Source: an optimization exercise on an open RTL-to-GDS flow (aim: small area, a short achievable clock period and few clock cycles). Production flows keep margins and buffers that such runs may drop. The RTL was checked by simulation tests, not by an equivalence proof against the original design.

==> flow/design.v (outline; a module is shown in full before it is edited, if it fits) <==
// module goldschmidt_divider_q4_4: 693 lines
module goldschmidt_divider_q4_4 (
    input  wire       clk,
    input  wire       rst_n,
    input  wire       start,
    input  wire [7:0] numerator,
    input  wire [7:0] denominator,
    output wire [7:0] quotient,
    output reg        valid,
    output reg        error
);
  // ...
==> flow/flow/run.sh <==
#!/bin/bash
set -euo pipefail
bash standard.sh MATCH_CELL_FOOTPRINT=0 'BUFFER_PORTS_ARGS=-buffer_cell sky130_fd_sc_hd__buf_2' finish > standard.log 2>&1
==> flow/standard.sh <==
#!/bin/bash
# synth_recipe.tcl (not shown) runs the flow's synth.tcl, then flattens the netlist and writes it again
# the make line also repeats each setting of config.mk as NAME=value (left out here)
make -C /OpenROAD-flow-scripts/flow DESIGN_CONFIG=/design/flow/config.mk WORK_HOME=/design/flow/orfs CLKGATE_MAP_FILE= SYNTH_SCRIPT=/design/flow/synth_recipe.tcl "${@:-finish}"
==> flow/config.mk <==
export PLATFORM = sky130hd
export DESIGN_NAME = goldschmidt_divider_q4_4
export DESIGN_NICKNAME = goldschmidt_divider_q4_4
export VERILOG_FILES = /design/flow/design.v
export SDC_FILE = /design/flow/constraint.sdc
export NUM_CORES = 4
export LEC_CHECK = 0
export ABC_AREA = 1
export CAP_MARGIN = 20
export CORE_MARGIN = 2
export CORE_UTILIZATION = 40
export SETUP_SLACK_MARGIN = 1.5
export SLEW_MARGIN = 20
==> flow/constraint.sdc <==
create_clock -name core_clock -period 8.0 [get_ports {clk}]
set_input_delay 1.6000 -clock core_clock [delete_from_list [all_inputs] [get_ports {clk}]]
set_output_delay 1.6000 -clock core_clock [all_outputs]
set_load 0.01 [all_outputs]
==> results by group, run 1 <==
Worst setup path
  • Cell count along the critical path: 29
  • CP dominant cell by count: nand2_1
  • Crit path from: cy
  • Worst Reg-to-Reg Cells: 26
  • Worst Path Buf+Inv: 5
  • Worst Setup Start Kind: flop

Outcome
  • Status: timing/DRC/antenna clean

Floorplan
  • Initial Util: 41.12%
  • Die H: 154.2 µm

Hold path
  • Endpoint, Worst Hold: sg
  • Hold Crit Start: sgna

Layout
  • Inverters: 227
  • Comb_multi_in: 965
  • Non-clock buffering overhead: 2.915%
  • Nets: 1459
  • Most common cell after layout, fill and taps aside: nand2_1
  • Fillcell total: 2204
  • FF/Latch Area: 1675 µm²
  • FF+latch count: 83
  • Non-filler cells, final: 1619

Route
  • Routed wl met3: 1396 µm
  • Routed Antenna Nets: 0
  • Routed len/inst: 15.35 µm
  • Routed Wire Length: 24850 µm
  • Initial drt markers: 848
  • TritonRoute pass-1 iters: 7
  • Vias post-DR: 8795

Clocking
  • CTS max path bufs: 2
  • Post-CTS setup buffer count: 0
  • Total CTS buffers: 9

STA
  • Minimum clock period: 6.353 ns
  • Clk_skew: 0.01275 ns
  • Slew headroom: 37.83%

Global routing
  • Gr busiest metal: met2
  • M1 GR Usage: 28.63%
  • Largest net degree at the start of global routing: 23

Logic synthesis
  • Synth Area in Simple Gates: 23.57%
  • Share of the synthesized area in the top cell type: 17.96%

Run
  • Max-Cap Viols: 0
Testbench counts, summed over its fixed seeds: cycles 32,000.
==> run 2, diff against run 1 <==
--- a/flow/config.mk
+++ b/flow/config.mk
@@ -9,5 +9,5 @@
 export CAP_MARGIN = 20
 export CORE_MARGIN = 2
 export CORE_UTILIZATION = 40
-export SETUP_SLACK_MARGIN = 1.5
+export SETUP_SLACK_MARGIN = 1.0
 export SLEW_MARGIN = 20
==> results by group, run 2 <==
Logic synthesis
  • Mapped Area: 9029 µm²
  • Main synth FF type: dfxtp_1
  • Syn nets: 1433
  • Async S/R FF share, synth: 2.410%
  • EDFF count, synth: 0
  • Top cells by count, synth: 237 x nand2_1, 208 x inv_1, 103 x nor2_1, 81 x dfxtp_1, 74 x xor2_1
  • Xor/xnor cell area share of the yosys netlist: 9.160%
  • Post-synthesis mux area share: 0%
  • Area contributors post-synth: dfxtp_1 18%, ha_1 10%, nand2_1 9.9%, inv_1 8.6%, fa_1 7.5%
  • YS warnings: 1
  • Adder-cell share of the synthesized area: 17.52%
  • Synth Area in Simple Gates: 23.57% (unchanged)
  • Main combinational cell family by area after synthesis: simple AND/OR/NAND/NOR gates
  • Yosys cell types: 58
  • Most common cell in the synthesized netlist: nand2_1
  • Syn Area/Cell: 6.903 µm²
  • Post-Syn Instances: 1308
  • Share of the synthesized area in the top cell type: 17.96% (unchanged)
  • Synth area leader: dfxtp_1
  • Post-synthesis compound-gate area fraction: 19.93%
  • Flops & latches, synth: 83
  • Sequential share of the synthesized area: 18.51%

STA
  • Final Hold Vio Count: 0
  • RSZ-0062 raised after global routing: no
  • Slew headroom: 34.78% (-3.1 points)
  • Setup violations, final: 0
  • Slew Viols, Final: 0
  • Least-Margin Pin Slew: 0.9747 ns
  • Fmax: 0.1545 GHz
  • Minimum clock period: 6.473 ns (+0.1208 ns)
  • Setup TNS: 0 ns
  • Final Cycle Share: 80.92%
  • Clk_skew: 0.01287 ns (+0.0001228 ns)

Worst setup path
  • Critical-path maximum fanout: 6
  • Worst Setup Start Kind: flop
  • Crit. End Element: output pin
  • RR Startpoint: bdg0[4]
  • CP required: 6.40 ns
  • Biggest cell delay along the critical path: 0.46 ns
  • Reg2reg end: n3lo[5]
  • Crit path from: yha[0]
  • R2r setup slk: 1.62 ns
  • Worst Reg-to-Reg Cells: 28 (+7.7%)
  • Critical path type: reg -> out
  • CP dominant cell by count: nand2_1
  • Arrival time at the worst endpoint: 4.87 ns
  • CP max-delay cell: fa_1

Floorplan
  • Die H: 154.2 µm (unchanged)
  • DIE WIDTH: 154.2 µm
  • Initial Util: 41.12% (unchanged)
  • Ports: 29
  • Core Box Area: 21960 µm²
  • Die ar.: 23790 µm²
  • Placement row count: 54

Layout
  • Fraction of layout cells with a size suffix above 1: 8.912%
  • Most common cell after layout, fill and taps aside: nand2_1
  • Area growth syn-to-layout: 8.093%
  • Most flops, register: k3
  • Largest regs: k3 x15, k1r x11, speca x8
  • Most frequent cells in the layout: 237 x nand2_1, 206 x inv_1, 102 x nor2_1
  • Diode count: 0
  • Max FFs per register: 15
  • Post-route cell area: 9759 µm²
  • Nets: 1444 (-1.0%)

Clocking
  • Post-CTS setup buffer count: 0 (unchanged)
  • Clk sinks: 83
  • CTS clock-pin slew for the worst setup and hold paths: 0.06 ns
  • Total CTS buffers: 9 (unchanged)
  • CTS max path bufs: 2 (unchanged)
  • CTS tree: built
  • Skew-Pair Late Insertion Delay: 0.35 ns
  • CTS Root Cell: clkbuf_16
  • Htree depth: 3

Route
  • Vias post-DR: 8672 (-1.4%)
  • TritonRoute pass-1 iters: 6 (-1)
  • DRC: 0
  • Initial drt markers: 854 (+0.71%)
  • Routed Wire Length: 24240 µm (-2.5%)
  • Routed len/inst: 15.11 µm (-1.5%)
  • Routed Antenna Nets: 0 (unchanged)
  • DR vias/cell: 5.406

Place
  • IO Port Bufs: 28
  • Dpl cell area: 9388 µm²
  • Post-detail-place hpwl: 19420 µm
  • RePlAce Congestion: 0.9249

Run
  • Max-Cap Viols: 0 (unchanged)

Hold path
  • Hold Crit Depth: 0
  • HP Class: reg -> reg
  • Endpoint, Worst Hold: sg
  • Hold Crit Start: sgna

Global routing
  • Initial antenna violation count: 0
  • Global-route wire length before repair: 40930 µm
  • Congestion Overflow GR: 0
  • All-Layer GR Usage: 20.73%
  • Largest net degree at the start of global routing: 23 (unchanged)
  • Vias in the first global route: 8329

Outcome
  • Status: timing/DRC/antenna clean
-- run 2: changes by cell type in the layout (fill, tap and decap cells not counted), moves of 4 or more --
cell	before	now
buf_4	19	5
a221oi_1	21	29
a221oi_2	8	0
inv_1	199	206
inv_2	22	16
nand2_1	231	237
nand2_2	20	14
a21oi_1	60	65
a21oi_2	8	3
o21ai_0	64	69
nor2_1	98	102
-- run 2: per-layer routing --
metal  GRT usage [%]  part of all wire, %
met1           28.62                   47
met2           33.40                   44
met3           3.082                  6.1
met4           6.631                  2.6
met5               0                    0
-- run 2: what timing repair did --
action	4_1_cts	5_1_grt
resized for setup	0	11
hold buffers	0	0
hold endpoints to repair	0	0
setup endpoints to repair	0	7
-- run 2: how the worst max path moves through the flow --
stage,to,cells after the start
final,quotient[7],28
after global routing,n3lo[5],30
after CTS,quotient[7],28
after detailed placement,n3lo[5],30
after global placement,n3lo[5],30
after floorplan,n3lo[5],31
-- run 2: final cells by class --
type                       count  area, µm²
clock inverter                 6      95.09
fill                        2233      12200
clock buffer                  10      239.0
sequential                    83       1672
inverter                     227      855.8
timing repair buffer          33      177.7
tap                          280      350.3
multi-input combinational    965       6370
-- run 2: cells by family after synthesis --
family | after synthesis
flip-flops | 83
AND/OR/NAND/NOR | 479
adder cells (fa/ha/maj) | 106
buffers and inverters | 260
XOR/XNOR | 92
AO/OA/AOI/OAI | 288
-- run 2: worst max-delay path: cells and delay by family, from the launching register on --
family,cells,cell delay (ns)
buffers and inverters,3,0.29
AO/OA/AOI/OAI,10,1.54
XOR/XNOR,3,0.51
flip-flops,1,0.33
AND/OR/NAND/NOR,10,1.02
adder cells (fa/ha/maj),2,0.85
-- run 2: per-stage QoR --
step	hold slack [ns]	std cells	setup WS (ns)	utilization [%]
floorplan	0.3096	1308	1.997	-
global placement	0.3121	1588	1.584	42.75
detailed placement	0.3154	1588	1.573	42.75
CTS	0.3305	1604	1.231	44.27
global route	0.3446	1604	1.005	44.44
finish	0.3307	1604	1.527	44.44
==> run 3, diff against run 2 <==
--- a/flow/config.mk
+++ b/flow/config.mk
@@ -9,5 +9,4 @@
 export CAP_MARGIN = 20
 export CORE_MARGIN = 2
 export CORE_UTILIZATION = 40
-export SETUP_SLACK_MARGIN = 1.0
 export SLEW_MARGIN = 20
==> results by group, run 3 <==
Layout
  • Max FFs per register: 15 (unchanged)
  • Area growth syn-to-layout: 7.677%
  • Nets: 1444 (unchanged)
  • Most frequent cells in the layout: 237 x nand2_1, 208 x inv_1, 103 x nor2_1
  • Fillcell total: 2234 (+0.045%)
  • Diode count: 0 (unchanged)
  • Largest regs: k3 x15, k1r x11, speca x8
  • Non-filler cells, final: 1604 (unchanged)
  • Fraction of layout cells with a size suffix above 1: 8.308% (-0.60 points)
  • Most common cell after layout, fill and taps aside: nand2_1
  • Most flops, register: k3

STA
  • PnR worst setup slack: 1.266 ns (-0.2605 ns)
  • Final Cycle Share: 84.17% (+3.3 points)
  • RSZ-0062 raised after global routing: no
  • Clk_skew: 0.01292 ns (+0.00004950 ns)
  • Final Hold Vio Count: 0 (unchanged)
  • Setup violations, final: 0 (unchanged)
  • Slew Viols, Final: 0 (unchanged)
  • Minimum clock period: 6.734 ns (+0.2605 ns)
  • Fmax: 0.1485 GHz (-3.9%)
  • Least-Margin Pin Slew: 0.9763 ns (+0.001539 ns)
  • Slew headroom: 34.68% (-0.10 points)
  • Setup TNS: 0 ns (unchanged)

Logic synthesis
  • Mapped Area: 9029 µm² (unchanged)
  • EDFF count, synth: 0 (unchanged)
  • Yosys cell types: 58 (unchanged)
  • Async S/R FF share, synth: 2.410% (unchanged)
  • Main synth FF type: dfxtp_1
  • Share of the synthesized area in the top cell type: 17.96% (unchanged)
  • Post-Syn Instances: 1308 (unchanged)
  • Sequential share of the synthesized area: 18.51% (unchanged)
  • YS warnings: 1 (unchanged)
  • Area contributors post-synth: dfxtp_1 18%, ha_1 10%, nand2_1 9.9%, inv_1 8.6%, fa_1 7.5%
  • Most common cell in the synthesized netlist: nand2_1
  • Synth area leader: dfxtp_1
  • Syn Area/Cell: 6.903 µm² (unchanged)
  • Flops & latches, synth: 83 (unchanged)
  • Syn nets: 1433 (unchanged)
  • Top cells by count, synth: 237 x nand2_1, 208 x inv_1, 103 x nor2_1, 81 x dfxtp_1, 74 x xor2_1

Worst setup path
  • Arrival time at the worst endpoint: 5.13 ns (+0.26 ns)
  • Critical path type: reg -> out
  • Biggest cell delay along the critical path: 0.46 ns (about the same)
  • CP max-delay cell: fa_1
  • Crit. End Element: output pin
  • Worst Setup Start Kind: flop
  • CP required: 6.40 ns (about the same)
  • Critical-path maximum fanout: 6 (unchanged)
  • CP dominant cell by count: nand2_1

Floorplan
  • Placement row count: 54 (unchanged)
  • Die ar.: 23790 µm² (unchanged)
  • DIE WIDTH: 154.2 µm (unchanged)
  • Ports: 29 (unchanged)
  • Die H: 154.2 µm (unchanged)
  • Initial Util: 41.12% (unchanged)
  • Core Box Area: 21960 µm² (unchanged)

Place
  • IO Port Bufs: 28 (unchanged)
  • Cell Count Post-Placement: 1588 (unchanged)
  • Pre-CTS setup slack: 1.573 ns (unchanged)
  • Post-detail-place hpwl: 19420 µm (unchanged)
  • RePlAce Congestion: 0.9249 (unchanged)

Clocking
  • Clk sinks: 83 (unchanged)
  • Htree depth: 3 (unchanged)
  • CTS Root Cell: clkbuf_16
  • CTS max path bufs: 2 (unchanged)
  • CTS clock-pin slew for the worst setup and hold paths: 0.06 ns (about the same)
  • Total CTS buffers: 9 (unchanged)
  • Post-CTS Resized: 0 (unchanged)
  • Hold_buf cts: 0 (unchanged)
  • CTS tree: built
  • Skew-Pair Late Insertion Delay: 0.35 ns (about the same)
  • Post-CTS setup buffer count: 0 (unchanged)

Outcome
  • Status: timing/DRC/antenna clean

Route
  • Vias post-DR: 8649 (-0.27%)
  • Routed len/inst: 15.11 µm (about the same)
  • TritonRoute pass-1 iters: 6 (unchanged)
  • Routed Antenna Nets: 0 (unchanged)
  • Routed Wire Length: 24230 µm (about the same)
  • DRC: 0 (unchanged)
  • Initial drt markers: 902 (+5.6%)
  • DR vias/cell: 5.392 (-0.27%)

Global routing
  • Vias in the first global route: 8329 (unchanged)
  • Initial antenna violation count: 0 (unchanged)
  • All-Layer GR Usage: 20.73% (unchanged)
  • Congestion Overflow GR: 0 (unchanged)
  • Global-route wire length before repair: 40930 µm (unchanged)
  • Largest net degree at the start of global routing: 23 (unchanged)

Run
  • Max-Cap Viols: 0 (unchanged)

Hold path
  • HP Class: reg -> reg
[run 3: cell count changes in the layout (fill, tap and decap cells not counted), moves of 2 or more]
| cell | before | now |
|---|---|---|
| o21ai_0 | 69 | 72 |
| o21ai_1 | 7 | 4 |
| inv_1 | 206 | 208 |
| xor2_1 | 72 | 74 |
| xor2_2 | 3 | 1 |
[run 3: per-layer routing]
layer	track usage, %	routed length, µm
met1	28.62	11330
met2	33.40	10760
met3	3.082	1545
met4	6.631	599
met5	0	0
[run 3: kinds of logic (layout without fill, tap and decap cells)]
group | Yosys count | count (layout) | share of synthesized area [%]
adders and majority gates | 106 | 106 | 17.52
buffers and inverters | 260 | 276 | 11.31
AOI/OAI and AO/OA | 288 | 288 | 19.93
xor gates and xnor gates | 92 | 92 | 9.160
and+or+nand+nor | 479 | 479 | 23.57
DFF | 83 | 83 | 18.51
[run 3: layout make-up]
cell class	count	area, µm²	share of cell area (%)
clock buffers	10	239.0	2.458
clock inverters	6	95.09	0.9781
inverters	227	852.1	8.764
multi-input cells	965	6336	65.17
flip-flops and latches	83	1672	17.19
well taps	280	350.3	3.604
repair buffers	33	177.7	1.828
[run 3: path summary, 6_finish.rpt]
kind | to | start | slack, ns | cells past startpoint
max reg2reg | n3lo[5] | bdg0[0] | 1.54 | 30
min in group asynchronous | valid | rst_n | 1.03 | 1
max | quotient[7] | yha[0] | 1.27 | 28
min | sg | sgna | 0.33 | 0
max in group asynchronous | busy | rst_n | 6.88 | 1
min reg2reg | sg | sgna | 0.33 | 0
[run 3: worst max-delay path: cells and delay by family, from the launching register on]
| kind | cells | cell delay (ns) |
|---|---|---|
| AO/OA/AOI/OAI | 10 | 1.69 |
| XOR/XNOR | 3 | 0.73 |
| AND/OR/NAND/NOR | 10 | 0.92 |
| flip-flops | 1 | 0.33 |
| adder cells (fa/ha/maj) | 2 | 0.83 |
| buffers and inverters | 3 | 0.30 |
[run 3: metrics by stage]
stage | area (µm²) | hold slack, ns | utilization (%)
CTS | 9722 | 0.3305 | 44.27
floorplan | 9029 | 0.3096 | -
global route | 9722 | 0.3446 | 44.27
global placement | 9388 | 0.3121 | 42.75
detailed placement | 9388 | 0.3154 | 42.75
finish | 9722 | 0.3308 | 44.27
==> run 4, diff against run 3 <==
--- a/flow/config.mk
+++ b/flow/config.mk
@@ -9,4 +9,5 @@
 export CAP_MARGIN = 20
 export CORE_MARGIN = 2
 export CORE_UTILIZATION = 40
+export SETUP_SLACK_MARGIN = 0.5
 export SLEW_MARGIN = 20
==> results by group, run 4 <==
Outcome
  • Status: timing/DRC/antenna clean

Layout
  • Most flops, register: k3
  • Max FFs per register: 15 (unchanged)
  • FF/Latch Area: 1672 µm² (unchanged)
  • Most common cell after layout, fill and taps aside: nand2_1
  • Fraction of layout cells with a size suffix above 1: 8.308% (unchanged)
  • Fillcell total: 2234 (unchanged)
  • Finished Core Util: 44.27% (unchanged)
  • Area growth syn-to-layout: 7.677% (unchanged)
  • Footprint of the multi-input gates: 6336 µm² (unchanged)
  • Diode count: 0 (unchanged)
  • Post-route cell area: 9722 µm² (unchanged)
  • Most frequent cells in the layout: 237 x nand2_1, 208 x inv_1, 103 x nor2_1
  • Nets: 1444 (unchanged)
  • Largest regs: k3 x15, k1r x11, speca x8

STA
  • Worst hold slack: 0.3308 ns (unchanged)
  • Slew Viols, Final: 0 (unchanged)
  • Final Hold Vio Count: 0 (unchanged)
  • Clk_skew: 0.01292 ns (unchanged)
  • Least-Margin Pin Slew: 0.9763 ns (unchanged)
  • Minimum clock period: 6.734 ns (unchanged)
  • Setup violations, final: 0 (unchanged)
  • Fmax: 0.1485 GHz (unchanged)
  • Setup TNS: 0 ns (unchanged)
  • Final Cycle Share: 84.17% (unchanged)
  • Slew headroom: 34.68% (unchanged)
  • RSZ-0062 raised after global routing: no

Logic synthesis
  • Sequential share of the synthesized area: 18.51% (unchanged)
  • Synth Area in Simple Gates: 23.57% (unchanged)
  • Post-synthesis compound-gate area fraction: 19.93% (unchanged)
  • Post-Syn Instances: 1308 (unchanged)
  • Post-synthesis mux area share: 0% (unchanged)
  • Area contributors post-synth: dfxtp_1 18%, ha_1 10%, nand2_1 9.9%, inv_1 8.6%, fa_1 7.5%
  • EDFF count, synth: 0 (unchanged)
  • Main synth FF type: dfxtp_1
  • Adder-cell share of the synthesized area: 17.52% (unchanged)
  • YS warnings: 1 (unchanged)
  • Mapped Area: 9029 µm² (unchanged)
  • Yosys cell types: 58 (unchanged)
  • Most common cell in the synthesized netlist: nand2_1
  • Share of the synthesized area in the top cell type: 17.96% (unchanged)
  • Top cells by count, synth: 237 x nand2_1, 208 x inv_1, 103 x nor2_1, 81 x dfxtp_1, 74 x xor2_1
  • Xor/xnor cell area share of the yosys netlist: 9.160% (unchanged)
  • Syn nets: 1433 (unchanged)
  • Flops & latches, synth: 83 (unchanged)
  • Synth area leader: dfxtp_1
  • Main combinational cell family by area after synthesis: simple AND/OR/NAND/NOR gates
  • Async S/R FF share, synth: 2.410% (unchanged)
  • Syn Area/Cell: 6.903 µm² (unchanged)

Floorplan
  • Die ar.: 23790 µm² (unchanged)
  • Core Box Area: 21960 µm² (unchanged)
  • Initial Util: 41.12% (unchanged)
  • Die H: 154.2 µm (unchanged)
  • Ports: 29 (unchanged)
  • Placement row count: 54 (unchanged)
  • DIE WIDTH: 154.2 µm (unchanged)

Clocking
  • Hold_buf cts: 0 (unchanged)
  • CTS tree: built
  • Clk sinks: 83 (unchanged)
  • Post-CTS Resized: 0 (unchanged)
  • Htree depth: 3 (unchanged)
  • Total CTS buffers: 9 (unchanged)
  • CTS max path bufs: 2 (unchanged)
  • CTS Root Cell: clkbuf_16
  • Post-CTS setup buffer count: 0 (unchanged)
  • Skew-Pair Late Insertion Delay: 0.35 ns (about the same)
  • CTS clock-pin slew for the worst setup and hold paths: 0.06 ns (about the same)

Run
  • Max-Cap Viols: 0 (unchanged)

Worst setup path
  • Worst Setup Start Kind: flop
  • CP max-delay cell: fa_1
  • CP dominant cell by count: nand2_1
  • CP required: 6.40 ns (about the same)
  • Arrival time at the worst endpoint: 5.13 ns (about the same)
  • Biggest cell delay along the critical path: 0.46 ns (about the same)
  • R2r setup slk: 1.54 ns (about the same)
  • Critical-path maximum fanout: 6 (unchanged)
  • Crit. End Element: output pin
  • Critical path type: reg -> out

Route
  • Vias post-DR: 8649 (unchanged)
  • DRC: 0 (unchanged)
  • Initial drt markers: 902 (unchanged)
  • TritonRoute pass-1 iters: 6 (unchanged)
  • Routed Antenna Nets: 0 (unchanged)
  • Routed len/inst: 15.11 µm (unchanged)
  • Routed Wire Length: 24230 µm (unchanged)
  • DR vias/cell: 5.392 (unchanged)

Global routing
  • Congestion Overflow GR: 0 (unchanged)
  • Global-route wire length before repair: 40930 µm (unchanged)
  • All-Layer GR Usage: 20.73% (unchanged)
  • Vias in the first global route: 8329 (unchanged)
  • Initial antenna violation count: 0 (unchanged)
  • Largest net degree at the start of global routing: 23 (unchanged)

Place
  • Post-detail-place hpwl: 19420 µm (unchanged)
  • Dpl cell area: 9388 µm² (unchanged)
  • IO Port Bufs: 28 (unchanged)
  • RePlAce Congestion: 0.9249 (unchanged)

Hold path
  • HP Class: reg -> reg
## run 4: cells by family after synthesis
kind of cell,count (synthesis)
flops,83
fa+ha+maj,106
buf+inv,260
xor+xnor,92
simple gates,479
compound gates,288
## run 4: critical path, delay by kind of cell, from the launching register on
kind,cells,cell delay (ns)
AOI/OAI and AO/OA,10,1.69
and+or+nand+nor,10,0.92
adders and majority gates,2,0.83
xor gates and xnor gates,3,0.73
DFF,1,0.33
buffers and inverters,3,0.30
## run 4: path summary, 6_finish.rpt
path	startpoint	endpoint	depth (start not counted)
hold reg to reg	sgna	sg	0
min in group asynchronous	rst_n	valid	1
max in group asynchronous	rst_n	busy	1
setup / recovery	yha[0]	quotient[7]	28
setup reg to reg	bdg0[0]	n3lo[5]	30
hold / removal	sgna	sg	0
## run 4: metrics by stage
| step | setup WS, ns | cells |
|---|---|---|
| after floorplan | 1.997 | 1308 |
| after detailed placement | 1.573 | 1588 |
| after global placement | 1.584 | 1588 |
| after global routing | 0.6154 | 1604 |
| after CTS | 1.231 | 1604 |
| final | 1.266 | 1604 |
## run 4: layout make-up
class                           count  share of cell area (%)
Clock buffer                       10                   2.458
Timing Repair Buffer               33                   1.828
Inverter                          227                   8.764
Sequential cell                    83                   17.19
Clock inverter                      6                  0.9781
Multi-Input combinational cell    965                   65.17
Tap cell                          280                   3.604
## run 4: layer usage
layer | up-vias | global-route usage [%] | part of all wire (%)
met5 | - | 0 | 0
met4 | 0 | 6.631 | 2.5
met3 | 57 | 3.082 | 6.4
met2 | 322 | 33.40 | 44
met1 | 3885 | 28.62 | 47
li1 | 4385 | - | -
==> run 5, diff against run 4 <==
--- a/flow/config.mk
+++ b/flow/config.mk
@@ -8,6 +8,6 @@
 export ABC_AREA = 1
 export CAP_MARGIN = 20
 export CORE_MARGIN = 2
-export CORE_UTILIZATION = 40
-export SETUP_SLACK_MARGIN = 0.5
+export CORE_UTILIZATION = 55
+export SETUP_SLACK_MARGIN = 1.0
 export SLEW_MARGIN = 20
==> results by group, run 5 <==
Outcome
  • Status: timing/DRC/antenna clean

Logic synthesis
  • Yosys cell types: 58 (unchanged)
  • Top cells by count, synth: 237 x nand2_1, 208 x inv_1, 103 x nor2_1, 81 x dfxtp_1, 74 x xor2_1
  • Syn nets: 1433 (unchanged)
  • Mapped Area: 9029 µm² (unchanged)
  • Syn Area/Cell: 6.903 µm² (unchanged)
  • Share of the synthesized area in the top cell type: 17.96% (unchanged)
  • Async S/R FF share, synth: 2.410% (unchanged)
  • Synth area leader: dfxtp_1
  • Main synth FF type: dfxtp_1
  • EDFF count, synth: 0 (unchanged)
  • Area contributors post-synth: dfxtp_1 18%, ha_1 10%, nand2_1 9.9%, inv_1 8.6%, fa_1 7.5%
  • Flops & latches, synth: 83 (unchanged)
  • YS warnings: 1 (unchanged)
  • Most common cell in the synthesized netlist: nand2_1
  • Post-Syn Instances: 1308 (unchanged)
  • Sequential share of the synthesized area: 18.51% (unchanged)

STA
  • Final Hold Vio Count: 0 (unchanged)
  • Minimum clock period: 6.475 ns (-0.2594 ns)
  • Slew Viols, Final: 0 (unchanged)
  • Clk_skew: 0.008405 ns (-0.004518 ns)
  • Final Cycle Share: 80.93% (-3.2 points)
  • Setup TNS: 0 ns (unchanged)
  • Setup violations, final: 0 (unchanged)
  • Fmax: 0.1545 GHz (+4.0%)
  • Least-Margin Pin Slew: 1.089 ns (+0.1125 ns)
  • RSZ-0062 raised after global routing: no
  • Slew headroom: 26.86% (-7.8 points)

Worst setup path
  • Cell count along the critical path: 27 (-3.6%)
  • CP max-delay cell: fa_1
  • Arrival time at the worst endpoint: 4.87 ns (-0.26 ns)
  • R2r setup slk: 1.62 ns (+0.08 ns)
  • Worst Reg-to-Reg Cells: 28 (-6.7%)
  • Biggest cell delay along the critical path: 0.45 ns (about the same)
  • Crit. End Element: output pin
  • Critical path type: reg -> out
  • CP dominant cell by count: nand2_1
  • Reg2reg end: n3lo[5]
  • CP delay by family, top: compound AO/OA/AOI/OAI gates
  • Worst Setup Start Kind: flop
  • Worst Path Buf+Inv: 3 (unchanged)
  • RR Startpoint: bdg0[4]
  • Critical-path maximum fanout: 6 (unchanged)
  • Crit path from: yha[0]
  • Worst setup endpoint: quotient[6]
  • CP required: 6.40 ns (about the same)

Clocking
  • CTS clock-pin slew for the worst setup and hold paths: 0.06 ns (about the same)
  • Skew-Pair Late Insertion Delay: 0.34 ns (about the same)
  • CTS Root Cell: clkbuf_16
  • CTS tree: built
  • Htree depth: 3 (unchanged)
  • CTS max path bufs: 2 (unchanged)
  • Post-CTS setup buffer count: 0 (unchanged)
  • Total CTS buffers: 9 (unchanged)
  • Clk sinks: 83 (unchanged)

Floorplan
  • DIE WIDTH: 132.1 µm (-14%)
  • Initial Util: 56.63% (+16 points)
  • Die H: 132.1 µm (-14%)
  • Ports: 29 (unchanged)
  • Core Box Area: 15940 µm² (-27%)
  • Placement row count: 46 (-15%)
  • Die ar.: 17460 µm² (-27%)

Route
  • TritonRoute pass-1 iters: 6 (unchanged)
  • Vias post-DR: 8710 (+0.71%)
  • Routed Wire Length: 23770 µm (-1.9%)
  • Initial drt markers: 768 (-15%)
  • Routed len/inst: 15.46 µm (+2.3%)
  • Routed Antenna Nets: 0 (unchanged)
  • DR vias/cell: 5.663 (+5.0%)
  • DRC: 0 (unchanged)

Layout
  • Most common cell after layout, fill and taps aside: nand2_1
  • Diode count: 0 (unchanged)
  • Area growth syn-to-layout: 6.458%
  • Most flops, register: k3
  • Largest regs: k3 x15, k1r x11, speca x8
  • Fraction of layout cells with a size suffix above 1: 8.623% (+0.32 points)
  • Max FFs per register: 15 (unchanged)
  • Most frequent cells in the layout: 237 x nand2_1, 206 x inv_1, 103 x nor2_1
  • Nets: 1442 (-0.14%)
  • Finished Core Util: 60.29% (+16 points)

Global routing
  • Congestion Overflow GR: 0 (unchanged)
  • All-Layer GR Usage: 27.08% (+6.4 points)
  • Largest net degree at the start of global routing: 24 (+4.3%)
  • Vias in the first global route: 7990 (-4.1%)
  • Initial antenna violation count: 0 (unchanged)
  • Global-route wire length before repair: 39340 µm (-3.9%)

Place
  • IO Port Bufs: 28 (unchanged)
  • RePlAce Congestion: 0.9684 (+4.7%)
  • Post-detail-place hpwl: 18840 µm (-3.0%)

Hold path
  • HP Class: reg -> reg

Run
  • Max-Cap Viols: 0 (unchanged)
-- run 5: cell counts after synthesis --
No cell type changed its count.
-- run 5: worst min-delay path by stage --
stage          cells after the start     to  start  slack (ns)
6_report                           0     sg   sgna        0.33
5_1_grt                            0     sg   sgna        0.34
4_1_cts                            0     sg   sgna        0.33
3_5_place_dp                       0  error    dza        0.31
3_3_place_gp                       0     sg   sgna        0.31
2_1_floorplan                      0  error    dza        0.31
-- run 5: cells by family after synthesis --
kind of cell | Yosys count | synth area share, %
xor gates and xnor gates | 92 | 9.160
adders and majority gates | 106 | 17.52
buffers and inverters | 260 | 11.31
AOI/OAI and AO/OA | 288 | 19.93
and+or+nand+nor | 479 | 23.57
DFF | 83 | 18.51
-- run 5: final cells by class --
type	instances	area, µm²
fillers	1580	6331
inverters	227	852.1
repair buffers	31	162.7
well taps	216	270.3
flip-flops and latches	83	1672
clock inverters	2	10.01
clock buffers	14	264.0
multi-input cells	965	6381
-- run 5: stage by stage --
step / setup slack, ns / area, µm² / hold slack [ns] / instances
final: 1.525 / 9612 / 0.3300 / 1538
after global routing: 0.9931 / 9612 / 0.3448 / 1538
after CTS: 1.260 / 9567 / 0.3315 / 1538
after detailed placement: 1.520 / 9293 / 0.3135 / 1522
after global placement: 1.588 / 9293 / 0.3114 / 1522
after floorplan: 1.997 / 9029 / 0.3096 / 1308
-- run 5: per-layer routing --
| layer | wire length, µm | GRT usage, % |
|---|---|---|
| met4 | 332 | 6.884 |
| met5 | 0 | 0 |
| met2 | 10710 | 43.14 |
| met3 | 1413 | 3.922 |
| met1 | 11320 | 38.56 |
-- run 5: repair_timing --
item | 4_1_cts | 5_1_grt
setup endpoints to repair | 0 | 7
hold buffers | 0 | 0
resized for setup | 0 | 10
==> run 6, diff against run 5 <==
--- a/flow/config.mk
+++ b/flow/config.mk
@@ -8,6 +8,7 @@
 export ABC_AREA = 1
 export CAP_MARGIN = 20
 export CORE_MARGIN = 2
-export CORE_UTILIZATION = 55
+export CORE_UTILIZATION = 40
+export GPL_TIMING_DRIVEN = 1
 export SETUP_SLACK_MARGIN = 1.0
 export SLEW_MARGIN = 20
==> results by group, run 6 <==
Worst setup path
  • CP delay by family, top: compound AO/OA/AOI/OAI gates
  • Biggest cell delay along the critical path: 0.46 ns (about the same)
  • Worst Path Buf+Inv: 3 (unchanged)
  • Critical path type: reg -> out
  • Worst Setup Start Kind: flop
  • CP required: 6.40 ns (about the same)
  • Arrival time at the worst endpoint: 4.87 ns (about the same)
  • Crit. End Element: output pin
  • CP max-delay cell: fa_1
  • CP dominant cell by count: nand2_1
  • Critical-path maximum fanout: 6 (unchanged)

Layout
  • Nets: 1444 (+0.14%)
  • Most flops, register: k3
  • Most common cell after layout, fill and taps aside: nand2_1
  • Post-route cell area: 9759 µm² (+1.5%)
  • Max FFs per register: 15 (unchanged)
  • Most frequent cells in the layout: 237 x nand2_1, 206 x inv_1, 102 x nor2_1
  • Fillcell total: 2233 (+41%)
  • Largest regs: k3 x15, k1r x11, speca x8
  • Finished Core Util: 44.44% (-16 points)
  • Fraction of layout cells with a size suffix above 1: 8.912% (+0.29 points)
  • Diode count: 0 (unchanged)
  • Area growth syn-to-layout: 8.093%

STA
  • Least-Margin Pin Slew: 0.9747 ns (-0.1140 ns)
  • Clk_skew: 0.01287 ns (+0.004469 ns)
  • RSZ-0062 raised after global routing: no
  • Slew headroom: 34.78% (+7.9 points)
  • Fmax: 0.1545 GHz (about the same)
  • Minimum clock period: 6.473 ns (-0.001170 ns)
  • Slew Viols, Final: 0 (unchanged)
  • Setup violations, final: 0 (unchanged)
  • Final Cycle Share: 80.92% (about the same)
  • Setup TNS: 0 ns (unchanged)
  • Worst hold slack: 0.3307 ns (+0.0006600 ns)
  • Final Hold Vio Count: 0 (unchanged)

Route
  • DR vias/cell: 5.406 (-4.5%)
  • Vias post-DR: 8672 (-0.44%)
  • Routed len/inst: 15.11 µm (-2.2%)
  • DRC: 0 (unchanged)
  • TritonRoute pass-1 iters: 6 (unchanged)
  • Routed Wire Length: 24240 µm (+2.0%)
  • Routed Antenna Nets: 0 (unchanged)
  • Initial drt markers: 854 (+11%)

Global routing
  • Largest net degree at the start of global routing: 23 (-4.2%)
  • Global-route wire length before repair: 40930 µm (+4.1%)
  • Vias in the first global route: 8329 (+4.2%)
  • All-Layer GR Usage: 20.73% (-6.4 points)
  • Initial antenna violation count: 0 (unchanged)
  • Congestion Overflow GR: 0 (unchanged)

Clocking
  • CTS tree: built
  • Htree depth: 3 (unchanged)
  • CTS clock-pin slew for the worst setup and hold paths: 0.06 ns (about the same)
  • Post-CTS setup buffer count: 0 (unchanged)
  • Clk sinks: 83 (unchanged)
  • Skew-Pair Late Insertion Delay: 0.35 ns (about the same)
  • CTS max path bufs: 2 (unchanged)
  • Total CTS buffers: 9 (unchanged)
  • CTS Root Cell: clkbuf_16

Floorplan
  • Placement row count: 54 (+17%)
  • Initial Util: 41.12% (-16 points)
  • Core Box Area: 21960 µm² (+38%)
  • Die ar.: 23790 µm² (+36%)
  • DIE WIDTH: 154.2 µm (+17%)
  • Die H: 154.2 µm (+17%)
  • Ports: 29 (unchanged)

Outcome
  • Status: timing/DRC/antenna clean

Logic synthesis
  • Top cells by count, synth: 237 x nand2_1, 208 x inv_1, 103 x nor2_1, 81 x dfxtp_1, 74 x xor2_1
  • EDFF count, synth: 0 (unchanged)
  • Async S/R FF share, synth: 2.410% (unchanged)
  • Syn Area/Cell: 6.903 µm² (unchanged)
  • Mapped Area: 9029 µm² (unchanged)
  • Flops & latches, synth: 83 (unchanged)
  • Main synth FF type: dfxtp_1
  • Post-Syn Instances: 1308 (unchanged)
  • Sequential share of the synthesized area: 18.51% (unchanged)
  • Syn nets: 1433 (unchanged)
  • Share of the synthesized area in the top cell type: 17.96% (unchanged)
  • YS warnings: 1 (unchanged)
  • Most common cell in the synthesized netlist: nand2_1
  • Yosys cell types: 58 (unchanged)
  • Synth area leader: dfxtp_1
  • Area contributors post-synth: dfxtp_1 18%, ha_1 10%, nand2_1 9.9%, inv_1 8.6%, fa_1 7.5%

Place
  • IO Port Bufs: 28 (unchanged)
  • Post-detail-place hpwl: 19420 µm (+3.1%)
  • RePlAce Congestion: 0.9249 (-4.5%)
  • Dpl cell area: 9388 µm² (+1.0%)

Hold path
  • HP Class: reg -> reg

Run
  • Max-Cap Viols: 0 (unchanged)
[run 6: cell counts after synthesis]
Identical to the previous run, type by type.
[run 6: area by class of cell]
cell class / count / area, µm² / area share [%]
Timing Repair Buffer: 33 / 177.7 / 1.821
Tap cell: 280 / 350.3 / 3.590
Sequential cell: 83 / 1672 / 17.13
Multi-Input combinational cell: 965 / 6370 / 65.27
Inverter: 227 / 855.8 / 8.769
Clock inverter: 6 / 95.09 / 0.9744
Clock buffer: 10 / 239.0 / 2.449
[run 6: final timing paths]
path,depth (start not counted),endpoint,slack [ns],from
hold / removal,0,sg,0.33,sgna
setup reg to reg,28,n3lo[5],1.62,bdg0[4]
setup / recovery,28,quotient[7],1.53,yha[0]
max in group asynchronous,1,busy,6.88,rst_n
min in group asynchronous,1,valid,1.03,rst_n
hold reg to reg,0,sg,0.33,sgna
[run 6: repair_timing]
item / in CTS / in global routing
endpoints found under the setup margin: 0 / 7
gates resized for setup: 0 / 11
hold buffers: 0 / 0
[run 6: cell families (layout without fill, tap and decap cells)]
logic type,Yosys count,in the layout,share of synthesized area [%]
simple gates,479,479,23.57
compound gates,288,288,19.93
buf+inv,260,276,11.31
fa+ha+maj,106,106,17.52
xor+xnor,92,92,9.160
flops,83,83,18.51
[run 6: per-stage QoR]
| stage | setup slack, ns | instances |
|---|---|---|
| 6_report | 1.527 | 1604 |
| 2_1_floorplan | 1.997 | 1308 |
| 5_1_grt | 1.005 | 1604 |
| 4_1_cts | 1.231 | 1604 |
| 3_5_place_dp | 1.573 | 1588 |
| 3_3_place_gp | 1.584 | 1588 |
[run 6: routing by layer]
metal / track usage, % / up-vias / part of all wire (%)
met5: 0 / - / 0
met4: 6.631 / 0 / 2.6
met3: 3.082 / 63 / 6.1
met2: 33.40 / 316 / 44
met1: 28.62 / 3910 / 47
li1: - / 4383 / -

## afterwards: timing with drivers on the ports
Ports are ideal in the flow. The routed layouts listed here were re-timed in OpenROAD.
Step 1 sets driving cells, clkbuf_16 on the clock port and buf_2 on the other inputs (assumed; they add their load-dependent delay and slew).
Step 2 moves the port delays by t, midway between the first and last clock arrival at a register: inputs arrive t later, outputs are due t later. That takes back most of the time a late clock gives input paths.
Three values: ideal, step 1, step 2; two values: the first two.
run | shift t [ns] | setup WS [ns] | clock arrival spread, ns | pins driven straight from the clock port
run 1 | 0.382 | 1.647 / 1.606 / 1.828 | 0.015 / 0.015 | 1
run 2 | 0.382 | 1.527 / 1.486 / 1.624 | 0.014 / 0.014 | 1
run 3 | 0.382 | 1.266 / 1.225 / 1.543 | 0.015 / 0.015 | 1
run 4 | 0.382 | 1.266 / 1.225 / 1.543 | 0.015 / 0.015 | 1
run 5 | 0.376 | 1.525 / 1.483 / 1.622 | 0.011 / 0.010 | 1
run 6 | 0.382 | 1.527 / 1.486 / 1.624 | 0.014 / 0.014 | 1
After both steps setup and hold are still met in every run listed.
